From an optimization exercise on the open Yosys and OpenROAD flow, aimed at small area; shortcuts taken in it are not production practice.
RTL that was checked went through simulation tests only; none was proved equivalent to the original.
No driver is modelled on the clock port, so clocking that relies on it looks cheaper here than on a real chip.
Power figures rest on the tool's default switching activity, not on a simulated workload.

// mimaqi_hxh
module mimaqi_hxh (
        input         clk,
        input         rst,
        input  [3:0]  inrow,
        output [3:0]  outcol,
        output [7:0]  segData,
        output [3:0]  segCtl,
        output        led_1,
        output        led_2,
        output        led_3,
        output        led_22,
        output        led_33,
        output        led_333,
        output        led_0,
        output        led_00,
        output        led_000,
        output        led_0000,
        output        led_00000,
        output        led_000000,
        output        led_0000000,
        output        change_lemp,
        output        change_lemp1,
        output        flag_b,
        output        bee
    );
For scale: about 710 cells after synthesis, about 39 I/O pins, ~6700 sq um of cells after synthesis.
export LEC_CHECK = 0
export CAP_MARGIN = 20
export CORE_MARGIN = 2
export CORE_UTILIZATION = 40
export SLEW_MARGIN = 20
create_clock -name core_clock -period 10.0 [get_ports {clk}]
standard.sh (not shown) runs the stock make flow with config.mk's settings and CLKGATE_MAP_FILE= SYNTH_SCRIPT=/design/flow/synth_recipe.tcl, a recipe that flattens the netlist after the stock synthesis.
==> flow/flow/run.sh <==
#!/bin/bash
# Own layout flow: the standard synthesis, then an area-oriented re-mapping
# of the combinational logic only (every flip-flop instance, its name and its
# cell type stay as the standard synthesis made them), then the standard
# layout steps with a leaner clock tree (no dummy loads, larger sink clusters).
# Each tool's full output goes to a log file of its own in the work folder.
set -euo pipefail
W=$PWD
R=$W/orfs/results/$FLOW_PLATFORM/mimaqi_hxh/base

bash standard.sh synth > "$W/log_1_standard_synth.log" 2>&1

cp "$R/1_2_yosys.v" "$W/standard_1_2_yosys.v"
REMAP_LIB=$FLOW_HOME/platforms/$FLOW_PLATFORM/lib/sky130_fd_sc_hd__tt_025C_1v80.lib \
REMAP_IN=$W/standard_1_2_yosys.v \
REMAP_OUT=$R/1_2_yosys.v \
REMAP_STAT=$W/remap_stat.txt \
REMAP_TOP=$FLOW_TOP \
REMAP_DONT_USE="sky130_fd_sc_hd__probe_p_8 sky130_fd_sc_hd__probec_p_8 sky130_fd_sc_hd__lpflow_*" \
REMAP_SCRIPT=$W/flow/remap.abc \
  yosys -c "$W/flow/remap.tcl" > "$W/log_2_remap.log" 2>&1
touch "$R/1_2_yosys.v"

export CTS_ARGS="${OWN_CTS_ARGS:--sink_clustering_enable -repair_clock_nets -dont_use_dummy_load -sink_clustering_size 30 -sink_clustering_max_diameter 120 -buf_list sky130_fd_sc_hd__clkbuf_8}"
bash standard.sh > "$W/log_3_standard_layout.log" 2>&1
==> flow/flow/remap.abc <==
strash
dc2
dc2
dch -f
amap
topo
==> flow/flow/remap.tcl <==
# Re-map the combinational logic of the standard synthesis for area. Flip-flops
# and tie cells are kept as they are (same instances, names and cell types).
yosys -import
set lib $::env(REMAP_LIB)
read_liberty -ignore_miss_func $lib
read_verilog $::env(REMAP_IN)
hierarchy -top $::env(REMAP_TOP)
setattr -mod -set keep_hierarchy 1 sky130_fd_sc_hd__*df* sky130_fd_sc_hd__conb_1
flatten
opt_clean -purge $::env(REMAP_TOP)
set dont {}
foreach c $::env(REMAP_DONT_USE) { lappend dont -dont_use $c }
abc -liberty $lib {*}$dont -script $::env(REMAP_SCRIPT) $::env(REMAP_TOP)
opt_clean -purge $::env(REMAP_TOP)
hilomap -singleton -hicell sky130_fd_sc_hd__conb_1 HI -locell sky130_fd_sc_hd__conb_1 LO $::env(REMAP_TOP)
insbuf -buf sky130_fd_sc_hd__buf_4 A X $::env(REMAP_TOP)
blackbox A:keep_hierarchy
tee -o $::env(REMAP_STAT) stat -liberty $lib -top $::env(REMAP_TOP)
write_verilog -noattr -nohex -nodec -selected $::env(REMAP_OUT)
Then changed:
--- a/flow/design.v
+++ b/flow/design.v
@@ -161,36 +161,36 @@
         pin <= {zap ? 4'd0 : pin_n[15:12], pin_n[11:0]};
         pch <= {zap ? 4'd0 : pch_n[15:12], pch_n[11:0]};
         pw  <= {zap ? 4'd8 : pw_n[15:12],  pw_n[11:0]};
     end
     always @(posedge clk)
         if (rst) q15 <= 21'h00194a;                           
         else if (ms_rise && k2) q15 <= 21'h021006;            
         else if (ms_rise && !fb && is_b) q15 <= 21'h183940;   
         else q15 <= {q15[19:0], q15_f};
-    reg l1, l2, l22, l33;
-    always @(posedge clk)
-        if (rst) begin
-            l1 <= 1'b1; l2 <= 1'b1; l22 <= 1'b1; l33 <= 1'b1;
+    reg l1, l2, l3, l22, l33;
+    always @(posedge clk)
+        if (rst) begin
+            l1 <= 1'b1; l2 <= 1'b1; l3 <= 1'b1; l22 <= 1'b1; l33 <= 1'b1;
         end else if (ms_fall) begin
             if (ft == 3'd1) begin
-                l1 <= 1'b1; l2 <= 1'b1; l22 <= 1'b1; l33 <= 1'b1;
+                l1 <= 1'b1; l2 <= 1'b1; l3 <= 1'b1; l22 <= 1'b1; l33 <= 1'b1;
             end else if (ft == 3'd2) begin
-                l1 <= 1'b0; l2 <= 1'b1;
+                l1 <= 1'b0; l2 <= 1'b1; l3 <= 1'b1;
             end else if (ft == 3'd3) begin
-                l1 <= 1'b0; l2 <= 1'b0; l22 <= 1'b0;
+                l1 <= 1'b0; l2 <= 1'b0; l22 <= 1'b0; l3 <= 1'b1;
             end else begin
-                l1 <= ~l1; l2 <= ~l2; l33 <= ~l33;
+                l1 <= ~l1; l2 <= ~l2; l3 <= ~l3; l33 <= ~l33;
             end
         end
     assign led_1 = l1;
     assign led_2 = l2;
-    assign led_3 = l1 ? (l2 & l22) : (l2 | ~l22);
+    assign led_3 = l3;
     assign led_22 = l22;
     assign led_33 = l33;
     assign led_333 = l33;
     assign led_0 = 1'b1;
     assign led_00 = 1'b1;
     assign led_000 = 1'b1;
     assign led_0000 = 1'b1;
     assign led_00000 = 1'b1;
     assign led_000000 = 1'b1;
What happened: Count of clock-buffer cells in the layout stays the same. Die area hardly moves. Via count came out lower by 1.5%. Global-route usage hardly moves. Clock skew is lower by 4.4 ps. Worst setup slack gains 190 ps. Combinational power is lower by about 5%. First-iteration DRC count goes down by 19%. Utilization is about the same. Fmax rose by 4.6%. Register-to-register slack gains 30 ps. Wire length is lower by 0.83%. Worst hold slack is about the same.
The RTL of the second run of this note was laid out without a check of its function.


the baseline:
mimaqi_hxh, a different RTL version from the one above (not shown whole).
Size: roughly 680 cells after synthesis, ~39 I/O pins, about 6400 sq um of cells after synthesis.
clock: 10.0 ns
lec_check: 0
cap_margin: 20
core_margin: 2
core_utilization: 40
slew_margin: 20
==> flow/flow/run.sh <==
#!/bin/bash
# Own layout flow: the standard synthesis, then an area-oriented re-mapping
# of the combinational logic only (every flip-flop instance, its name and its
# cell type stay as the standard synthesis made them), then the standard
# layout steps, except that the clock tree is a small manual one (my_cts.tcl).
# Each tool's full output goes to a log file of its own in the work folder.
set -euo pipefail
W=$PWD
R=$W/orfs/results/$FLOW_PLATFORM/mimaqi_hxh/base

bash standard.sh synth > "$W/log_1_standard_synth.log" 2>&1

cp "$R/1_2_yosys.v" "$W/standard_1_2_yosys.v"
REMAP_LIB=$FLOW_HOME/platforms/$FLOW_PLATFORM/lib/sky130_fd_sc_hd__tt_025C_1v80.lib \
REMAP_IN=$W/standard_1_2_yosys.v \
REMAP_OUT=$R/1_2_yosys.v \
REMAP_STAT=$W/remap_stat.txt \
REMAP_TOP=$FLOW_TOP \
REMAP_DONT_USE="sky130_fd_sc_hd__probe_p_8 sky130_fd_sc_hd__probec_p_8 sky130_fd_sc_hd__lpflow_*" \
REMAP_SCRIPT=$W/flow/remap.abc \
  yosys -c "$W/flow/remap.tcl" > "$W/log_2_remap.log" 2>&1
touch "$R/1_2_yosys.v"

bash standard.sh place > "$W/log_3_standard_place.log" 2>&1
bash standard.sh run RUN_SCRIPT="$W/flow/my_cts.tcl" RUN_LOG_NAME_STEM=4_1_cts_manual > "$W/log_4_manual_cts.log" 2>&1
bash standard.sh > "$W/log_5_standard_finish.log" 2>&1
Scripts as last shown in full above: flow/flow/remap.tcl
Other scripts of this flow, unchanged in this note and not shown: flow/flow/manual_tree.tcl, flow/flow/my_cts.tcl, flow/flow/remap.abc
Input changes introduced in the candidate (baseline for comparison: the baseline):
-- flow/design.v --
<<< the baseline, line 153
        end
    reg clr;
    always @(posedge clk) clr <= rst | (clr & (cnt[3:0] != 4'd10));
    wire zap = rst | clr;
    wire [15:0] pin_n = sh_pin ? {pin[15:12], kc, pin[7:0]} : {pin[3:0], pin[15:4]};
>>> the candidate, line 153
        end
    reg clr;
    always @(posedge clk) clr <= rst | (clr & (ph != 2'd2));
    wire zap = rst | clr;
    wire [15:0] pin_n = sh_pin ? {pin[15:12], kc, pin[7:0]} : {pin[3:0], pin[15:4]};
<<< the baseline, line 245
    always @(posedge clk)
        snap <= {zap ? 4'd0 : snap_n[15:12], snap_n[11:0]};
    reg [1:0] ss;
    reg [3:0] sg;
    wire [3:0] nsg = (ss == 2'd0) ? snap[11:8] : (ss == 2'd1) ? snap[15:12] :
                     (ss == 2'd2) ? snap[3:0]  : snap[7:4];
    wire blank = clr & (cnt[3:0] == 4'd0);    
    always @(posedge clk)
        if (rst) begin
            ss <= 2'd0;
            sg <= 4'd0;
        end else if (seg_upd) begin
            ss <= ss + 2'd1;
            sg <= nsg;
        end
    wire [3:0] ctl = clr ? 4'b0000 : (4'b0001 << (ss - 2'd1));
    assign segCtl = ctl;
    assign segData =
>>> the candidate, line 245
    always @(posedge clk)
        snap <= {zap ? 4'd0 : snap_n[15:12], snap_n[11:0]};
    reg [3:0] ctl;
    reg [3:0] sg;
    wire [3:0] nctl = (ctl == 4'd0) ? 4'b0001 : {ctl[2:0], ctl[3]};
    wire [3:0] nsg  = ({4{nctl[0]}} & snap[11:8]) | ({4{nctl[1]}} & snap[15:12]) |
                      ({4{nctl[2]}} & snap[3:0])  | ({4{nctl[3]}} & snap[7:4]);
    reg blank;             
    always @(posedge clk) begin
        blank <= rst;
        if (rst) begin
            ctl <= 4'd0;
            sg  <= 4'd0;
        end else if (seg_upd) begin
            ctl <= nctl;
            sg  <= nsg;
        end
    end
    assign segCtl = ctl;
    assign segData =
Results
Higher clock power share was reported by the candidate, not the baseline.
Sort the baseline and the candidate by layout overhead on the synthesized area, descending, and the baseline comes first.
Area after synthesis: the candidate worse than the baseline
| synthesized cell count | higher: the candidate |
In the candidate relative to the baseline, wire length had gone up slightly.
Compared with the baseline, in the candidate power went down about 0.6%; area of all sequential standard cells +about 1.6%; sequential share of power has increased; cell area after layout rose 0.51%; upper clock frequency limit increased by 11% relative to the old numbers.

[re-timing with driven ports]
No port has a modelled driver above. Below, the same layouts with a new extraction and two added sets of constraints.
Step 1, drivers: a clkbuf_16 drives clk and a buf_2 each remaining input, both assumed.
Step 2 moves the port delays by t, midway between the first and last clock arrival at a register: inputs arrive t later, outputs are due t later. That takes back most of the time a late clock gives input paths.
a / b / c = ideal ports / drivers / drivers and shift; a / b = the first two.
run | shift t [ns] | setup slack, ns | latest minus earliest clock arrival (ns) | worst register clock-pin slew, ns | pins driven straight from the clock port
the first run of note 1 | 0.483 | 5.624 / 5.586 / 5.565 | 0.031 / 0.032 | 0.09 / 0.09 | 1
the second run of note 1 | 0.478 | 5.817 / 5.780 / 5.542 | 0.031 / 0.030 | 0.09 / 0.09 | 1
the baseline | 0.502 | 4.890 / 4.851 / 5.353 | 0.022 / 0.022 | 0.10 / 0.10 | 1
the candidate | 0.498 | 5.412 / 5.376 / 5.646 | 0.033 / 0.033 | 0.11 / 0.11 | 1
After both steps setup and hold are still met in every run listed. For the second run of note 1, which loses most, drivers alone change the setup slack by -0.037 ns; drivers and shift together by -0.275 ns.
